What follows belongs to an exercise in optimizing a design on an open flow for small area, a short achievable clock period and few clock cycles; a production flow would make more cautious choices.
Function was checked by simulation only, so behaviour that the tests miss may differ from the original.

==> trial 28: inputs <==
Design JAM, start of the top module:
module JAM (
    input CLK,
    input RST,
    output [2:0] W,
    output [2:0] J,
    input [6:0] Cost,
    output reg [3:0] MatchCount,
    output reg [9:0] MinCost,
    output reg Valid
);
make LEC_CHECK=0 CAP_MARGIN=20 CORE_MARGIN=2 CORE_UTILIZATION=65 SETUP_SLACK_MARGIN=0.6 SLEW_MARGIN=20 finish   # period 4.5 ns
run.sh (not shown) runs the stock make flow with config.mk's settings and CLKGATE_MAP_FILE= SYNTH_SCRIPT=/design/flow/synth_recipe.tcl, a recipe that flattens the netlist after the stock synthesis.
==> trial 10: changes against trial 28 <==
--- a/flow/design.v
+++ b/flow/design.v
@@ -205,22 +205,12 @@
         default: sel_a1_0 <= 2'd2;
     endcase
 end
 wire [6:0] a01 = ({7{sel_a1_0[0]}} & R[0][3]) | ({7{sel_a1_0[1]}} & R[0][4]);
 wire [6:0] a11 = ({7{sel_a1_0[0]}} & R[1][1]) | ({7{sel_a1_0[1]}} & R[1][2]);
-reg [1:0] sel_a1_1;
-always @(posedge CLK) begin
-    if (RST) sel_a1_1 <= 2'd0;
-    else begin
-        case (pn[3:0])
-            4'd2, 4'd4, 4'd5, 4'd6, 4'd7, 4'd8: sel_a1_1 <= 2'd1;
-            default: sel_a1_1 <= 2'd2;
-        endcase
-    end
-end
-wire [6:0] a21 = ({7{sel_a1_1[0]}} & R[2][2]) | ({7{sel_a1_1[1]}} & R[2][3]);
-wire [6:0] a31 = ({7{sel_a1_1[0]}} & R[3][3]) | ({7{sel_a1_1[1]}} & R[3][4]);
+wire [6:0] a21 = ({7{sel_a1_0[0]}} & R[2][2]) | ({7{sel_a1_0[1]}} & R[2][3]);
+wire [6:0] a31 = ({7{sel_a1_0[0]}} & R[3][3]) | ({7{sel_a1_0[1]}} & R[3][4]);
 reg [3:0] sel_a2_0;
 always @(posedge CLK) begin
     case (pn[3:0])
         4'd0, 4'd1, 4'd3: sel_a2_0 <= 4'd1;
         4'd4, 4'd6: sel_a2_0 <= 4'd2;
@@ -228,24 +218,12 @@
         default: sel_a2_0 <= 4'd8;
     endcase
 end
 wire [6:0] a02 = ({7{sel_a2_0[0]}} & R[0][3]) | ({7{sel_a2_0[1]}} & R[0][5]) | ({7{sel_a2_0[2]}} & R[0][6]) | ({7{sel_a2_0[3]}} & R[0][7]);
 wire [6:0] a12 = ({7{sel_a2_0[0]}} & R[1][1]) | ({7{sel_a2_0[1]}} & R[1][3]) | ({7{sel_a2_0[2]}} & R[1][4]) | ({7{sel_a2_0[3]}} & R[1][5]);
-reg [3:0] sel_a2_1;
-always @(posedge CLK) begin
-    if (RST) sel_a2_1 <= 4'd0;
-    else begin
-        case (pn[3:0])
-            4'd0, 4'd1, 4'd3: sel_a2_1 <= 4'd1;
-            4'd4, 4'd6: sel_a2_1 <= 4'd2;
-            4'd2, 4'd7, 4'd9: sel_a2_1 <= 4'd4;
-            default: sel_a2_1 <= 4'd8;
-        endcase
-    end
-end
-wire [6:0] a22 = ({7{sel_a2_1[0]}} & R[2][2]) | ({7{sel_a2_1[1]}} & R[2][4]) | ({7{sel_a2_1[2]}} & R[2][5]) | ({7{sel_a2_1[3]}} & R[2][6]);
-wire [6:0] a32 = ({7{sel_a2_1[0]}} & R[3][3]) | ({7{sel_a2_1[1]}} & R[3][5]) | ({7{sel_a2_1[2]}} & R[3][6]) | ({7{sel_a2_1[3]}} & R[3][7]);
+wire [6:0] a22 = ({7{sel_a2_0[0]}} & R[2][2]) | ({7{sel_a2_0[1]}} & R[2][4]) | ({7{sel_a2_0[2]}} & R[2][5]) | ({7{sel_a2_0[3]}} & R[2][6]);
+wire [6:0] a32 = ({7{sel_a2_0[0]}} & R[3][3]) | ({7{sel_a2_0[1]}} & R[3][5]) | ({7{sel_a2_0[2]}} & R[3][6]) | ({7{sel_a2_0[3]}} & R[3][7]);
 reg [3:0] sel_a3_0;
 always @(posedge CLK) begin
     case (pn[3:0])
         4'd5: sel_a3_0 <= 4'd1;
         4'd1, 4'd4, 4'd8: sel_a3_0 <= 4'd2;
@@ -253,24 +231,12 @@
         default: sel_a3_0 <= 4'd8;
     endcase
 end
 wire [6:0] a03 = ({7{sel_a3_0[0]}} & R[0][5]) | ({7{sel_a3_0[1]}} & R[0][6]) | ({7{sel_a3_0[2]}} & R[0][0]) | ({7{sel_a3_0[3]}} & R[0][1]);
 wire [6:0] a13 = ({7{sel_a3_0[0]}} & R[1][3]) | ({7{sel_a3_0[1]}} & R[1][4]) | ({7{sel_a3_0[2]}} & R[1][6]) | ({7{sel_a3_0[3]}} & R[1][7]);
-reg [3:0] sel_a3_1;
-always @(posedge CLK) begin
-    if (RST) sel_a3_1 <= 4'd0;
-    else begin
-        case (pn[3:0])
-            4'd5: sel_a3_1 <= 4'd1;
-            4'd1, 4'd4, 4'd8: sel_a3_1 <= 4'd2;
-            4'd3, 4'd6, 4'd7, 4'd9: sel_a3_1 <= 4'd4;
-            default: sel_a3_1 <= 4'd8;
-        endcase
-    end
-end
-wire [6:0] a23 = ({7{sel_a3_1[0]}} & R[2][4]) | ({7{sel_a3_1[1]}} & R[2][5]) | ({7{sel_a3_1[2]}} & R[2][7]) | ({7{sel_a3_1[3]}} & R[2][0]);
-wire [6:0] a33 = ({7{sel_a3_1[0]}} & R[3][5]) | ({7{sel_a3_1[1]}} & R[3][6]) | ({7{sel_a3_1[2]}} & R[3][0]) | ({7{sel_a3_1[3]}} & R[3][1]);
+wire [6:0] a23 = ({7{sel_a3_0[0]}} & R[2][4]) | ({7{sel_a3_0[1]}} & R[2][5]) | ({7{sel_a3_0[2]}} & R[2][7]) | ({7{sel_a3_0[3]}} & R[2][0]);
+wire [6:0] a33 = ({7{sel_a3_0[0]}} & R[3][5]) | ({7{sel_a3_0[1]}} & R[3][6]) | ({7{sel_a3_0[2]}} & R[3][0]) | ({7{sel_a3_0[3]}} & R[3][1]);
 reg [3:0] sel_b0_0;
 always @(posedge CLK) begin
     case (pn[3:0])
         4'd9: sel_b0_0 <= 4'd1;
         4'd2, 4'd7, 4'd8: sel_b0_0 <= 4'd2;
@@ -278,87 +244,45 @@
         default: sel_b0_0 <= 4'd8;
     endcase
 end
 wire [6:0] b00 = ({7{sel_b0_0[0]}} & R[4][6]) | ({7{sel_b0_0[1]}} & R[4][7]) | ({7{sel_b0_0[2]}} & R[4][1]) | ({7{sel_b0_0[3]}} & R[4][2]);
 wire [6:0] b10 = ({7{sel_b0_0[0]}} & R[5][0]) | ({7{sel_b0_0[1]}} & R[5][1]) | ({7{sel_b0_0[2]}} & R[5][3]) | ({7{sel_b0_0[3]}} & R[5][4]);
-reg [3:0] sel_b0_1;
-always @(posedge CLK) begin
-    if (RST) sel_b0_1 <= 4'd0;
-    else begin
-        case (pn[3:0])
-            4'd9: sel_b0_1 <= 4'd1;
-            4'd2, 4'd7, 4'd8: sel_b0_1 <= 4'd2;
-            4'd0, 4'd3, 4'd5, 4'd6: sel_b0_1 <= 4'd4;
-            default: sel_b0_1 <= 4'd8;
-        endcase
-    end
-end
-wire [6:0] b20 = ({7{sel_b0_1[0]}} & R[6][1]) | ({7{sel_b0_1[1]}} & R[6][2]) | ({7{sel_b0_1[2]}} & R[6][4]) | ({7{sel_b0_1[3]}} & R[6][5]);
-wire [6:0] b30 = ({7{sel_b0_1[0]}} & R[7][7]) | ({7{sel_b0_1[1]}} & R[7][0]) | ({7{sel_b0_1[2]}} & R[7][2]) | ({7{sel_b0_1[3]}} & R[7][3]);
+wire [6:0] b20 = ({7{sel_b0_0[0]}} & R[6][1]) | ({7{sel_b0_0[1]}} & R[6][2]) | ({7{sel_b0_0[2]}} & R[6][4]) | ({7{sel_b0_0[3]}} & R[6][5]);
+wire [6:0] b30 = ({7{sel_b0_0[0]}} & R[7][7]) | ({7{sel_b0_0[1]}} & R[7][0]) | ({7{sel_b0_0[2]}} & R[7][2]) | ({7{sel_b0_0[3]}} & R[7][3]);
 reg [1:0] sel_b1_0;
 always @(posedge CLK) begin
     case (pn[3:0])
         4'd4, 4'd5, 4'd6: sel_b1_0 <= 2'd1;
         default: sel_b1_0 <= 2'd2;
     endcase
 end
 wire [6:0] b01 = ({7{sel_b1_0[0]}} & R[4][7]) | ({7{sel_b1_0[1]}} & R[4][0]);
 wire [6:0] b11 = ({7{sel_b1_0[0]}} & R[5][1]) | ({7{sel_b1_0[1]}} & R[5][2]);
-reg [1:0] sel_b1_1;
-always @(posedge CLK) begin
-    if (RST) sel_b1_1 <= 2'd0;
-    else begin
-        case (pn[3:0])
-            4'd4, 4'd5, 4'd6: sel_b1_1 <= 2'd1;
-            default: sel_b1_1 <= 2'd2;
-        endcase
-    end
-end
-wire [6:0] b21 = ({7{sel_b1_1[0]}} & R[6][2]) | ({7{sel_b1_1[1]}} & R[6][3]);
-wire [6:0] b31 = ({7{sel_b1_1[0]}} & R[7][0]) | ({7{sel_b1_1[1]}} & R[7][1]);
+wire [6:0] b21 = ({7{sel_b1_0[0]}} & R[6][2]) | ({7{sel_b1_0[1]}} & R[6][3]);
+wire [6:0] b31 = ({7{sel_b1_0[0]}} & R[7][0]) | ({7{sel_b1_0[1]}} & R[7][1]);
 reg [1:0] sel_b2_0;
 always @(posedge CLK) begin
     case (pn[3:0])
         4'd0, 4'd2, 4'd3, 4'd6, 4'd7, 4'd9: sel_b2_0 <= 2'd1;
         default: sel_b2_0 <= 2'd2;
     endcase
 end
 wire [6:0] b02 = ({7{sel_b2_0[0]}} & R[4][2]) | ({7{sel_b2_0[1]}} & R[4][4]);
 wire [6:0] b12 = ({7{sel_b2_0[0]}} & R[5][4]) | ({7{sel_b2_0[1]}} & R[5][6]);
-reg [1:0] sel_b2_1;
-always @(posedge CLK) begin
-    if (RST) sel_b2_1 <= 2'd0;
-    else begin
-        case (pn[3:0])
-            4'd0, 4'd2, 4'd3, 4'd6, 4'd7, 4'd9: sel_b2_1 <= 2'd1;
-            default: sel_b2_1 <= 2'd2;
-        endcase
-    end
-end
-wire [6:0] b22 = ({7{sel_b2_1[0]}} & R[6][5]) | ({7{sel_b2_1[1]}} & R[6][7]);
-wire [6:0] b32 = ({7{sel_b2_1[0]}} & R[7][3]) | ({7{sel_b2_1[1]}} & R[7][5]);
+wire [6:0] b22 = ({7{sel_b2_0[0]}} & R[6][5]) | ({7{sel_b2_0[1]}} & R[6][7]);
+wire [6:0] b32 = ({7{sel_b2_0[0]}} & R[7][3]) | ({7{sel_b2_0[1]}} & R[7][5]);
 reg [1:0] sel_b3_0;
 always @(posedge CLK) begin
     case (pn[3:0])
         4'd0, 4'd1, 4'd2, 4'd4, 4'd5, 4'd8: sel_b3_0 <= 2'd1;
         default: sel_b3_0 <= 2'd2;
     endcase
 end
 wire [6:0] b03 = ({7{sel_b3_0[0]}} & R[4][3]) | ({7{sel_b3_0[1]}} & R[4][4]);
 wire [6:0] b13 = ({7{sel_b3_0[0]}} & R[5][5]) | ({7{sel_b3_0[1]}} & R[5][6]);
-reg [1:0] sel_b3_1;
-always @(posedge CLK) begin
-    if (RST) sel_b3_1 <= 2'd0;
-    else begin
-        case (pn[3:0])
-            4'd0, 4'd1, 4'd2, 4'd4, 4'd5, 4'd8: sel_b3_1 <= 2'd1;
-            default: sel_b3_1 <= 2'd2;
-        endcase
-    end
-end
-wire [6:0] b23 = ({7{sel_b3_1[0]}} & R[6][6]) | ({7{sel_b3_1[1]}} & R[6][7]);
-wire [6:0] b33 = ({7{sel_b3_1[0]}} & R[7][4]) | ({7{sel_b3_1[1]}} & R[7][5]);
+wire [6:0] b23 = ({7{sel_b3_0[0]}} & R[6][6]) | ({7{sel_b3_0[1]}} & R[6][7]);
+wire [6:0] b33 = ({7{sel_b3_0[0]}} & R[7][4]) | ({7{sel_b3_0[1]}} & R[7][5]);
 wire [107:0] pa, pb;
 side_pairs UPA (.c({a33, a32, a31, a30, a23, a22, a21, a20, a13, a12, a11, a10, a03, a02, a01, a00}), .s(pa));
 side_pairs UPB (.c({b33, b32, b31, b30, b23, b22, b21, b20, b13, b12, b11, b10, b03, b02, b01, b00}), .s(pb));
 reg [107:0] pa_q, pb_q;
 reg v1, v2, v3;
--- a/flow/config.mk
+++ b/flow/config.mk
@@ -5,8 +5,8 @@
 export SDC_FILE = /design/flow/constraint.sdc
 export NUM_CORES = 4
 export LEC_CHECK = 0
 export CAP_MARGIN = 20
 export CORE_MARGIN = 2
-export CORE_UTILIZATION = 65
+export CORE_UTILIZATION = 58
 export SETUP_SLACK_MARGIN = 0.6
 export SLEW_MARGIN = 20
==> trial 98: changes against trial 28 <==
--- a/flow/design.v
+++ b/flow/design.v
@@ -205,22 +205,12 @@
         default: sel_a1_0 <= 2'd2;
     endcase
 end
 wire [6:0] a01 = ({7{sel_a1_0[0]}} & R[0][3]) | ({7{sel_a1_0[1]}} & R[0][4]);
 wire [6:0] a11 = ({7{sel_a1_0[0]}} & R[1][1]) | ({7{sel_a1_0[1]}} & R[1][2]);
-reg [1:0] sel_a1_1;
-always @(posedge CLK) begin
-    if (RST) sel_a1_1 <= 2'd0;
-    else begin
-        case (pn[3:0])
-            4'd2, 4'd4, 4'd5, 4'd6, 4'd7, 4'd8: sel_a1_1 <= 2'd1;
-            default: sel_a1_1 <= 2'd2;
-        endcase
-    end
-end
-wire [6:0] a21 = ({7{sel_a1_1[0]}} & R[2][2]) | ({7{sel_a1_1[1]}} & R[2][3]);
-wire [6:0] a31 = ({7{sel_a1_1[0]}} & R[3][3]) | ({7{sel_a1_1[1]}} & R[3][4]);
+wire [6:0] a21 = ({7{sel_a1_0[0]}} & R[2][2]) | ({7{sel_a1_0[1]}} & R[2][3]);
+wire [6:0] a31 = ({7{sel_a1_0[0]}} & R[3][3]) | ({7{sel_a1_0[1]}} & R[3][4]);
 reg [3:0] sel_a2_0;
 always @(posedge CLK) begin
     case (pn[3:0])
         4'd0, 4'd1, 4'd3: sel_a2_0 <= 4'd1;
         4'd4, 4'd6: sel_a2_0 <= 4'd2;
@@ -228,24 +218,12 @@
         default: sel_a2_0 <= 4'd8;
     endcase
 end
 wire [6:0] a02 = ({7{sel_a2_0[0]}} & R[0][3]) | ({7{sel_a2_0[1]}} & R[0][5]) | ({7{sel_a2_0[2]}} & R[0][6]) | ({7{sel_a2_0[3]}} & R[0][7]);
 wire [6:0] a12 = ({7{sel_a2_0[0]}} & R[1][1]) | ({7{sel_a2_0[1]}} & R[1][3]) | ({7{sel_a2_0[2]}} & R[1][4]) | ({7{sel_a2_0[3]}} & R[1][5]);
-reg [3:0] sel_a2_1;
-always @(posedge CLK) begin
-    if (RST) sel_a2_1 <= 4'd0;
-    else begin
-        case (pn[3:0])
-            4'd0, 4'd1, 4'd3: sel_a2_1 <= 4'd1;
-            4'd4, 4'd6: sel_a2_1 <= 4'd2;
-            4'd2, 4'd7, 4'd9: sel_a2_1 <= 4'd4;
-            default: sel_a2_1 <= 4'd8;
-        endcase
-    end
-end
-wire [6:0] a22 = ({7{sel_a2_1[0]}} & R[2][2]) | ({7{sel_a2_1[1]}} & R[2][4]) | ({7{sel_a2_1[2]}} & R[2][5]) | ({7{sel_a2_1[3]}} & R[2][6]);
-wire [6:0] a32 = ({7{sel_a2_1[0]}} & R[3][3]) | ({7{sel_a2_1[1]}} & R[3][5]) | ({7{sel_a2_1[2]}} & R[3][6]) | ({7{sel_a2_1[3]}} & R[3][7]);
+wire [6:0] a22 = ({7{sel_a2_0[0]}} & R[2][2]) | ({7{sel_a2_0[1]}} & R[2][4]) | ({7{sel_a2_0[2]}} & R[2][5]) | ({7{sel_a2_0[3]}} & R[2][6]);
+wire [6:0] a32 = ({7{sel_a2_0[0]}} & R[3][3]) | ({7{sel_a2_0[1]}} & R[3][5]) | ({7{sel_a2_0[2]}} & R[3][6]) | ({7{sel_a2_0[3]}} & R[3][7]);
 reg [3:0] sel_a3_0;
 always @(posedge CLK) begin
     case (pn[3:0])
         4'd5: sel_a3_0 <= 4'd1;
         4'd1, 4'd4, 4'd8: sel_a3_0 <= 4'd2;
@@ -253,24 +231,12 @@
         default: sel_a3_0 <= 4'd8;
     endcase
 end
 wire [6:0] a03 = ({7{sel_a3_0[0]}} & R[0][5]) | ({7{sel_a3_0[1]}} & R[0][6]) | ({7{sel_a3_0[2]}} & R[0][0]) | ({7{sel_a3_0[3]}} & R[0][1]);
 wire [6:0] a13 = ({7{sel_a3_0[0]}} & R[1][3]) | ({7{sel_a3_0[1]}} & R[1][4]) | ({7{sel_a3_0[2]}} & R[1][6]) | ({7{sel_a3_0[3]}} & R[1][7]);
-reg [3:0] sel_a3_1;
-always @(posedge CLK) begin
-    if (RST) sel_a3_1 <= 4'd0;
-    else begin
-        case (pn[3:0])
-            4'd5: sel_a3_1 <= 4'd1;
-            4'd1, 4'd4, 4'd8: sel_a3_1 <= 4'd2;
-            4'd3, 4'd6, 4'd7, 4'd9: sel_a3_1 <= 4'd4;
-            default: sel_a3_1 <= 4'd8;
-        endcase
-    end
-end
-wire [6:0] a23 = ({7{sel_a3_1[0]}} & R[2][4]) | ({7{sel_a3_1[1]}} & R[2][5]) | ({7{sel_a3_1[2]}} & R[2][7]) | ({7{sel_a3_1[3]}} & R[2][0]);
-wire [6:0] a33 = ({7{sel_a3_1[0]}} & R[3][5]) | ({7{sel_a3_1[1]}} & R[3][6]) | ({7{sel_a3_1[2]}} & R[3][0]) | ({7{sel_a3_1[3]}} & R[3][1]);
+wire [6:0] a23 = ({7{sel_a3_0[0]}} & R[2][4]) | ({7{sel_a3_0[1]}} & R[2][5]) | ({7{sel_a3_0[2]}} & R[2][7]) | ({7{sel_a3_0[3]}} & R[2][0]);
+wire [6:0] a33 = ({7{sel_a3_0[0]}} & R[3][5]) | ({7{sel_a3_0[1]}} & R[3][6]) | ({7{sel_a3_0[2]}} & R[3][0]) | ({7{sel_a3_0[3]}} & R[3][1]);
 reg [3:0] sel_b0_0;
 always @(posedge CLK) begin
     case (pn[3:0])
         4'd9: sel_b0_0 <= 4'd1;
         4'd2, 4'd7, 4'd8: sel_b0_0 <= 4'd2;
@@ -278,87 +244,45 @@
         default: sel_b0_0 <= 4'd8;
     endcase
 end
 wire [6:0] b00 = ({7{sel_b0_0[0]}} & R[4][6]) | ({7{sel_b0_0[1]}} & R[4][7]) | ({7{sel_b0_0[2]}} & R[4][1]) | ({7{sel_b0_0[3]}} & R[4][2]);
 wire [6:0] b10 = ({7{sel_b0_0[0]}} & R[5][0]) | ({7{sel_b0_0[1]}} & R[5][1]) | ({7{sel_b0_0[2]}} & R[5][3]) | ({7{sel_b0_0[3]}} & R[5][4]);
-reg [3:0] sel_b0_1;
-always @(posedge CLK) begin
-    if (RST) sel_b0_1 <= 4'd0;
-    else begin
-        case (pn[3:0])
-            4'd9: sel_b0_1 <= 4'd1;
-            4'd2, 4'd7, 4'd8: sel_b0_1 <= 4'd2;
-            4'd0, 4'd3, 4'd5, 4'd6: sel_b0_1 <= 4'd4;
-            default: sel_b0_1 <= 4'd8;
-        endcase
-    end
-end
-wire [6:0] b20 = ({7{sel_b0_1[0]}} & R[6][1]) | ({7{sel_b0_1[1]}} & R[6][2]) | ({7{sel_b0_1[2]}} & R[6][4]) | ({7{sel_b0_1[3]}} & R[6][5]);
-wire [6:0] b30 = ({7{sel_b0_1[0]}} & R[7][7]) | ({7{sel_b0_1[1]}} & R[7][0]) | ({7{sel_b0_1[2]}} & R[7][2]) | ({7{sel_b0_1[3]}} & R[7][3]);
+wire [6:0] b20 = ({7{sel_b0_0[0]}} & R[6][1]) | ({7{sel_b0_0[1]}} & R[6][2]) | ({7{sel_b0_0[2]}} & R[6][4]) | ({7{sel_b0_0[3]}} & R[6][5]);
+wire [6:0] b30 = ({7{sel_b0_0[0]}} & R[7][7]) | ({7{sel_b0_0[1]}} & R[7][0]) | ({7{sel_b0_0[2]}} & R[7][2]) | ({7{sel_b0_0[3]}} & R[7][3]);
 reg [1:0] sel_b1_0;
 always @(posedge CLK) begin
     case (pn[3:0])
         4'd4, 4'd5, 4'd6: sel_b1_0 <= 2'd1;
         default: sel_b1_0 <= 2'd2;
     endcase
 end
 wire [6:0] b01 = ({7{sel_b1_0[0]}} & R[4][7]) | ({7{sel_b1_0[1]}} & R[4][0]);
 wire [6:0] b11 = ({7{sel_b1_0[0]}} & R[5][1]) | ({7{sel_b1_0[1]}} & R[5][2]);
-reg [1:0] sel_b1_1;
-always @(posedge CLK) begin
-    if (RST) sel_b1_1 <= 2'd0;
-    else begin
-        case (pn[3:0])
-            4'd4, 4'd5, 4'd6: sel_b1_1 <= 2'd1;
-            default: sel_b1_1 <= 2'd2;
-        endcase
-    end
-end
-wire [6:0] b21 = ({7{sel_b1_1[0]}} & R[6][2]) | ({7{sel_b1_1[1]}} & R[6][3]);
-wire [6:0] b31 = ({7{sel_b1_1[0]}} & R[7][0]) | ({7{sel_b1_1[1]}} & R[7][1]);
+wire [6:0] b21 = ({7{sel_b1_0[0]}} & R[6][2]) | ({7{sel_b1_0[1]}} & R[6][3]);
+wire [6:0] b31 = ({7{sel_b1_0[0]}} & R[7][0]) | ({7{sel_b1_0[1]}} & R[7][1]);
 reg [1:0] sel_b2_0;
 always @(posedge CLK) begin
     case (pn[3:0])
         4'd0, 4'd2, 4'd3, 4'd6, 4'd7, 4'd9: sel_b2_0 <= 2'd1;
         default: sel_b2_0 <= 2'd2;
     endcase
 end
 wire [6:0] b02 = ({7{sel_b2_0[0]}} & R[4][2]) | ({7{sel_b2_0[1]}} & R[4][4]);
 wire [6:0] b12 = ({7{sel_b2_0[0]}} & R[5][4]) | ({7{sel_b2_0[1]}} & R[5][6]);
-reg [1:0] sel_b2_1;
-always @(posedge CLK) begin
-    if (RST) sel_b2_1 <= 2'd0;
-    else begin
-        case (pn[3:0])
-            4'd0, 4'd2, 4'd3, 4'd6, 4'd7, 4'd9: sel_b2_1 <= 2'd1;
-            default: sel_b2_1 <= 2'd2;
-        endcase
-    end
-end
-wire [6:0] b22 = ({7{sel_b2_1[0]}} & R[6][5]) | ({7{sel_b2_1[1]}} & R[6][7]);
-wire [6:0] b32 = ({7{sel_b2_1[0]}} & R[7][3]) | ({7{sel_b2_1[1]}} & R[7][5]);
+wire [6:0] b22 = ({7{sel_b2_0[0]}} & R[6][5]) | ({7{sel_b2_0[1]}} & R[6][7]);
+wire [6:0] b32 = ({7{sel_b2_0[0]}} & R[7][3]) | ({7{sel_b2_0[1]}} & R[7][5]);
 reg [1:0] sel_b3_0;
 always @(posedge CLK) begin
     case (pn[3:0])
         4'd0, 4'd1, 4'd2, 4'd4, 4'd5, 4'd8: sel_b3_0 <= 2'd1;
         default: sel_b3_0 <= 2'd2;
     endcase
 end
 wire [6:0] b03 = ({7{sel_b3_0[0]}} & R[4][3]) | ({7{sel_b3_0[1]}} & R[4][4]);
 wire [6:0] b13 = ({7{sel_b3_0[0]}} & R[5][5]) | ({7{sel_b3_0[1]}} & R[5][6]);
-reg [1:0] sel_b3_1;
-always @(posedge CLK) begin
-    if (RST) sel_b3_1 <= 2'd0;
-    else begin
-        case (pn[3:0])
-            4'd0, 4'd1, 4'd2, 4'd4, 4'd5, 4'd8: sel_b3_1 <= 2'd1;
-            default: sel_b3_1 <= 2'd2;
-        endcase
-    end
-end
-wire [6:0] b23 = ({7{sel_b3_1[0]}} & R[6][6]) | ({7{sel_b3_1[1]}} & R[6][7]);
-wire [6:0] b33 = ({7{sel_b3_1[0]}} & R[7][4]) | ({7{sel_b3_1[1]}} & R[7][5]);
+wire [6:0] b23 = ({7{sel_b3_0[0]}} & R[6][6]) | ({7{sel_b3_0[1]}} & R[6][7]);
+wire [6:0] b33 = ({7{sel_b3_0[0]}} & R[7][4]) | ({7{sel_b3_0[1]}} & R[7][5]);
 wire [107:0] pa, pb;
 side_pairs UPA (.c({a33, a32, a31, a30, a23, a22, a21, a20, a13, a12, a11, a10, a03, a02, a01, a00}), .s(pa));
 side_pairs UPB (.c({b33, b32, b31, b30, b23, b22, b21, b20, b13, b12, b11, b10, b03, b02, b01, b00}), .s(pb));
 reg [107:0] pa_q, pb_q;
 reg v1, v2, v3;
--- a/flow/config.mk
+++ b/flow/config.mk
@@ -6,7 +6,8 @@
 export NUM_CORES = 4
 export LEC_CHECK = 0
 export CAP_MARGIN = 20
 export CORE_MARGIN = 2
 export CORE_UTILIZATION = 65
+export CTS_CLUSTER_SIZE = 30
 export SETUP_SLACK_MARGIN = 0.6
 export SLEW_MARGIN = 20
==> results.tsv <==
metric	value	unit
avgSynthCellArea	9.47	um^2
power_density	806	nW/um^2
die_h	283	um
dp_slack	25.2	ps
p_clk_share	16.2	%
status	complete, no violations	
synth_most_common_cell	dfxtp_1	
met2_usage	52.1	%
powerClk	7.37	mW
synth_compound_area_share	19.3	%
synth_area	50600	um^2
The numbers above come from trial 28.

==> results.tsv <==
metric	value	unit
status	complete, no violations	
die_h	298	um
avgSynthCellArea	9.35	um^2
path_clk_slew	60	ps
met2_usage	48.0	%
powerClk	7.66	mW
synth_area	50200	um^2
dp_slack	160	ps
synth_compound_area_share	19.2	%
The numbers above come from trial 10.

==> results.tsv <==
metric	value	unit
synth_compound_area_share	19.2	%
powerClk	6.85	mW
synth_area	50200	um^2
dp_slack	178	ps
avgSynthCellArea	9.35	um^2
slowest_delay	410	ps
status	complete, no violations	
die_h	282	um
synth_most_common_cell	ha_1	
power_density	838	nW/um^2
The numbers above come from trial 98.

Testbench counts of trial 28, summed over its fixed seeds: cycles 1,008.
Testbench counts of trial 10, summed over its fixed seeds: cycles 1,008.
Testbench counts of trial 98, summed over its fixed seeds: cycles 1,008.

separate check: timing with driven ports:
How much do the figures lean on ideal ports? The routed layouts below were timed once more, with nothing changed but the port constraints. Step 1 assumes that a clkbuf_16 drives the clock port and a buf_2 every other input. Step 2 times the ports against the registers' clock, not the clock port: input delays grow and output delays shrink by t, the midpoint of the rising clock arrivals with the driver on. a / b / c = ideal / step 1 / step 2; a / b = the first two.
run | t (ns) | slack for setup (ns) | worst setup path at the end | latest minus earliest clock arrival (ns) | pins driven straight from the clock port
trial 28 | 0.723 | 0.637 / 0.628 / 0.637 | register to register | 0.039 / 0.038 | 1
trial 10 | 0.719 | 0.671 / 0.671 / 0.671 | register to register | 0.032 / 0.032 | 1
trial 98 | 0.713 | 0.632 / 0.632 / 0.632 | register to register | 0.034 / 0.034 | 1
After both steps setup and hold are still met in every run listed.
